Background: an optimization exercise with open tools, aiming at a short achievable clock period and few clock cycles per item. Do not read the settings as production practice. In this exercise RTL edits were held to simulation tests only and were not proved equivalent to the original. Power is estimated from default activity; no workload was simulated.

## config.mk

```make
export PLATFORM = sky130hd
export DESIGN_NAME = cpu
export DESIGN_NICKNAME = cpu
export VERILOG_FILES = /design/flow/design.v
export SDC_FILE = /design/flow/constraint.sdc
export NUM_CORES = 4
export LEC_CHECK = 0
export CAP_MARGIN = 20
export CORE_MARGIN = 2
export CORE_UTILIZATION = 40
export SLEW_MARGIN = 20
```

## constraint.sdc

```tcl
create_clock -name core_clock -period 10.0 [get_ports {clk}]
set_input_delay 2.0000 -clock core_clock [delete_from_list [all_inputs] [get_ports {clk}]]
set_output_delay 2.0000 -clock core_clock [all_outputs]
set_load 0.01 [all_outputs]
```

## design.v

```verilog
module memory (
    input logic clk,
    input logic [6:0] addr,
    input logic signed [10:0] data,
    input logic write_enable,
    input logic prog_we,
    input logic [6:0] prog_addr,
    input logic [10:0] prog_data,
    output logic signed [10:0] out
);
    logic signed [10:0] underlying_memory [0:99];
    assign out = (addr < 7'd100) ? underlying_memory[addr] : 11'sd0;
    always_ff @(posedge clk) begin
        if (prog_we)
            underlying_memory[prog_addr] <= prog_data;
        else if (write_enable)
            underlying_memory[addr] <= data;
    end
endmodule
module cpu (
    input logic clk,
    input logic reset,
    input logic cont,
    input logic prog_we,
    input logic [6:0] prog_addr,
    input logic [10:0] prog_data,
    output logic signed [10:0] out,
    output logic out_valid,
    output logic halted
);
    logic [6:0] mem_addr;
    logic signed [10:0] mem_data;
    logic mem_we;
    logic signed [10:0] mem_out;
    memory mem(.clk(clk),
               .addr(mem_addr),
               .data(mem_data),
               .write_enable(mem_we),
               .prog_we(prog_we),
               .prog_addr(prog_addr),
               .prog_data(prog_data),
               .out(mem_out));
    typedef enum logic [2:0] { FETCH, LATCH, EXEC, DATA, PAUSE } cpu_state;
    cpu_state state;
    logic [6:0] PC;
    logic [10:0] CIR;
    logic signed [10:0] ACC;
    logic cont_d;
    logic signed [10:0] wrapped_ACC;
    logic [6:0] operand;
    logic [3:0] opcode;
    always_comb begin
        wrapped_ACC = ((ACC + 999) % 1999) - 999;
        opcode = CIR / 100;
        operand = CIR % 100;
        halted = (state == PAUSE);
    end
    always_ff @(posedge clk or posedge reset) begin
        if (reset) begin
            PC <= 0;
            ACC <= 0;
            state <= FETCH;
            out <= 0;
            out_valid <= 0;
            cont_d <= 0;
            mem_we <= 0;
        end else begin
            mem_we <= 0;
            out_valid <= 0;
            cont_d <= cont;
            case(state)
                FETCH: begin
                    mem_addr <= PC;
                    ACC <= wrapped_ACC;
                    state <= LATCH;
                end
                LATCH: begin
                    CIR <= mem_out;
                    PC <= PC + 1;  
                    state <= EXEC;
                end
                EXEC: begin
                    state <= (opcode == 1 || opcode == 2 || opcode == 5) ? DATA : (opcode == 0 ? PAUSE : FETCH);
                    mem_addr <= operand;
                    case(opcode)
                        3: begin  
                            mem_we <= 1;
                            mem_data <= ACC;
                        end
                        6: PC <= operand;                      
                        7: PC <= (ACC == 0) ? operand : PC;  
                        8: PC <= (ACC >= 0) ? operand : PC;  
                        9: begin                               
                            out <= ACC;
                            out_valid <= 1;
                        end
                    endcase
                end
                DATA: begin
                    case(opcode)
                        1: ACC <= ACC + mem_out;  
                        2: ACC <= ACC - mem_out;  
                        5: ACC <= mem_out;  
                    endcase
                    state <= FETCH;
                end
                PAUSE: begin
                    if(cont && !cont_d)
                        state <= FETCH;
                end
                default: state <= FETCH;
            endcase
        end
    end
endmodule
```

## run.sh

```bash
#!/bin/bash
# synth_recipe.tcl (not shown) runs the flow's synth.tcl, then flattens the netlist and writes it again
# the make line also repeats each setting of config.mk as NAME=value (left out here)
make -C /OpenROAD-flow-scripts/flow DESIGN_CONFIG=/design/flow/config.mk WORK_HOME=/design/flow/orfs CLKGATE_MAP_FILE= SYNTH_SCRIPT=/design/flow/synth_recipe.tcl finish
```

==> notes.md <==
-- layer usage --
metal	up-vias	share of wire	global-route usage
li1	10200	-	-
met1	12800	0.43	0.258
met2	792	0.49	0.297
met3	173	0.060	0.0314
met4	0	0.025	0.0521
met5	-	0	0
-- power groups by stage --
stage	logic (mW)	registers, mW	clock network, mW
floorplan	4.86	5.89	0
global placement	6.43	6.16	0
detailed placement	6.52	6.17	0
CTS	6.54	6.07	4.21
global route	7.07	6.09	4.40
finish	6.55	6.06	4.13
-- cells in the final DEF, fill, tap and decap left out, types with 13 or more instances in the layout --
master           instances
a21oi_1                 42
buf_4                   50
clkbuf_1                19
clkbuf_16              115
clkdlybuf4s50_1         34
clkinv_1                31
clkinv_2                27
dfrtp_1                 35
edfxtp_1              1129
ha_1                    19
inv_1                   20
mux2_2                  18
mux2i_1                 27
mux4_2                 352
nand2_1                131
nand2b_1                19
nand3_1                 21
nor2_1                 122
nor2_2                  42
nor3_1                  24
o21ai_0                 49
o31ai_1                 14
or3_1                   13
xnor2_1                 30
xor2_1                  24
-- state kept, by name, indices dropped and copies added (netlist names), named ones only --
register and count:
CIR 11, cont_d 1, ACC 11, mem_we 1
state 3, mem_addr 7, out 11, out_valid 1
mem.underlying_memory 1100, mem_data 11, PC 7
-- how the worst min path moves through the flow --
stage,end,startpoint
3_3_place_gp,out[9],out[9]
5_1_grt,out[4],out[4]
3_5_place_dp,out[7],out[7]
6_report,out[9],out[9]
2_1_floorplan,mem_data[2],ACC[2]
4_1_cts,out[7],out[7]
-- kinds of logic (layout without fill, tap and decap cells) --
kind of cell               after synthesis  count (layout)  share of synthesized area
AOI/OAI and AO/OA                      209             209                     0.0291
xor gates and xnor gates                55              55                     0.0102
adders and majority gates               22              22                    0.00577
buffers and inverters                  145             322                     0.0127
DFF                                   1171            1171                      0.726
muxes                                  397             397                      0.175
and+or+nand+nor                        444             444                     0.0416
-- cell type report --
type | count | area [um^2] | share of cell area
flip-flops and latches | 1171 | 34900 | 0.644
multi-input cells | 1127 | 12800 | 0.236
clock buffers | 134 | 2950 | 0.0543
well taps | 1612 | 2020 | 0.0372
repair buffers | 92 | 866 | 0.0160
clock inverters | 76 | 631 | 0.0116
inverters | 20 | 75.1 | 0.00138
-- worst reg2reg max path: cells and delay by family, from the launching register on --
family / cells / cell delay [ns]
compound gates: 18 / 4.44
xor+xnor: 2 / 0.27
flops: 1 / 0.48
fa+ha+maj: 2 / 0.64
simple gates: 6 / 1.90
buf+inv: 1 / 0.08
==> results.cfg <==
[clocking]
clock-sinks = 1171
insertion_delay_ns = 0.70
cts_tree = yes
clock_path_buffers = 3
cts_setup_buffers = 0
clockRootBuffer = clkbuf_16
cts.reportedPaths.clkPinSlew_ns = 0.06
cts_resized = 0
htreeDepth = 3
numCtsBuffers = 115
hold_buffers = 0

[die]
rows = 127
die_h_um = 351
dieArea_mm2 = 0.123
start_util = 0.402
die_w_um = 351
coreArea_mm2 = 0.120
io_pins = 35

[final_layout]
final_area_mm2 = 0.0543
drive_above_1_share = 0.254
area_delta_synth_final_pct = 12.8
fin_cells = 4232
fill_cells = 10000
nets = 2569
n_antenna_cell = 0
fin_util = 0.454

[timing]
fin_tns_setup_ns = 0
tightest_slew_ns = 1.15
fin_crit_sh = 0.787
postLayoutSetupSlackWorst_ns = 2.13
fin_crit_ns = 7.87
final_hold_viol_count = 0
maxSlewHeadroom = 0.229
fin_skew_ns = 0.0342
worst_hold_slack_ns = 0.511
finalMaxSlewViolations = 0
rsz0062_at_grt = no
fmax_mhz = 127
setup_viol = 0

[synthesis]
yosys_warnings = 2
yosysMostFrequentCell = edfxtp_1
ys_types = 82
synthArstFlopShare = 0.0299
yosysSeqAreaShare = 0.726
syn_avg_cell_area_um2 = 19.7
synth_edf_count = 1129
synth_ff_type = edfxtp_1
ys_ff_latch = 1171
synth_area_leaders = edfxtp_1 70%, mux4_2 16%, dfrtp_1 1.8%
syn_inst = 2443
netlist.top_cell.by_area = edfxtp_1
netlist_area_mm2 = 0.0481
synth_top_area_frac = 0.705
synth_nets = 2485
netlist_top_cells_count = 1129 x edfxtp_1, 352 x mux4_2, 164 x nor2_1

[worst_hold_path]
min-delay-path-class = reg2reg
hold_depth = 1

[setup_path]
r2r_end = ACC[10]
endpoint_kind = flop
r2r-start = CIR[6]
crit_slowest_cell = a311oi_1
max_stage_delay_ns = 0.81
cp_data_arrival_time_ns = 8.49
crit_buf_inv = 1
cp-startpoint = CIR[6]
rrSetupSlack_ns = 2.13
endpoint = ACC[10]
cp_max_fo = 8
path_depth = 29
reg2reg_depth = 29
worstPathRequired_ns = 10.62
worst_path_dominant_cell_family = compound AO/OA/AOI/OAI gates
critPathLaunchType = flop
crit_type = reg2reg

[power]
finalPower_mw = 16.7
p_sw_frac = 0.349
leakagePower_nw = 17.0
peakVddDrop_mv = 0.197
power_density_mw_per_mm2 = 308
internal_power_mw = 10.9
pwr-share-comb = 0.391
netSwitchingPower_mw = 5.84
pwr-share-clk = 0.247
seqPwrFrac = 0.362

[placement]
place_inst = 4012
pre_cts_slack_ns = 2.37
place.detailed.hpwl_um = 68500
place.port_buffers = 34
place_congestion = 0.866
place_area_mm2 = 0.0505

[drt]
drc = 0
drt_iter0_markers = 2348
viasPerCell = 5.67
wire_per_inst_um = 26.4
ant_nets = 0
firstDrtPassIters = 5
num_vias = 24000
routed_wl_um = 112000

[global_route]
grt_first_pass_wirelength_um = 166000
grt-ovfl-total = 0
antenna_found_initial = 3
grt_pass1_vias = 24400
grt_usage = 0.184
grt_start_max_net_pins = 101

[job]
cap_violations = 0

[outcome]
outcome = timing/DRC/antenna clean
Testbench counts, summed over its fixed seeds: cycles 241,995, programs 192.

-- static timing again, ports no longer ideal --
No port has a modelled driver above. Below, the same layout with a new extraction and two added sets of constraints.
Step 1 sets driving cells, clkbuf_16 on the clock port and buf_2 on the other inputs (assumed; they add their load-dependent delay and slew).
Step 2 moves the port delays by t, midway between the first and last clock arrival at a register: inputs arrive t later, outputs are due t later. That takes back most of the time a late clock gives input paths.
a / b / c = ideal / step 1 / step 2; a / b = the first two.
shift t [ns]: 0.760
slack for setup (ns): 2.132 / 2.132 / 2.132
worst setup path at the end: register to register
clock arrival spread, ns: 0.035 / 0.035
worst data-port slew with drivers (ns): 0.11
After both steps setup and hold are still met in this run. For this run, drivers alone change the setup slack by 0.000 ns; drivers and shift together by 0.000 ns.
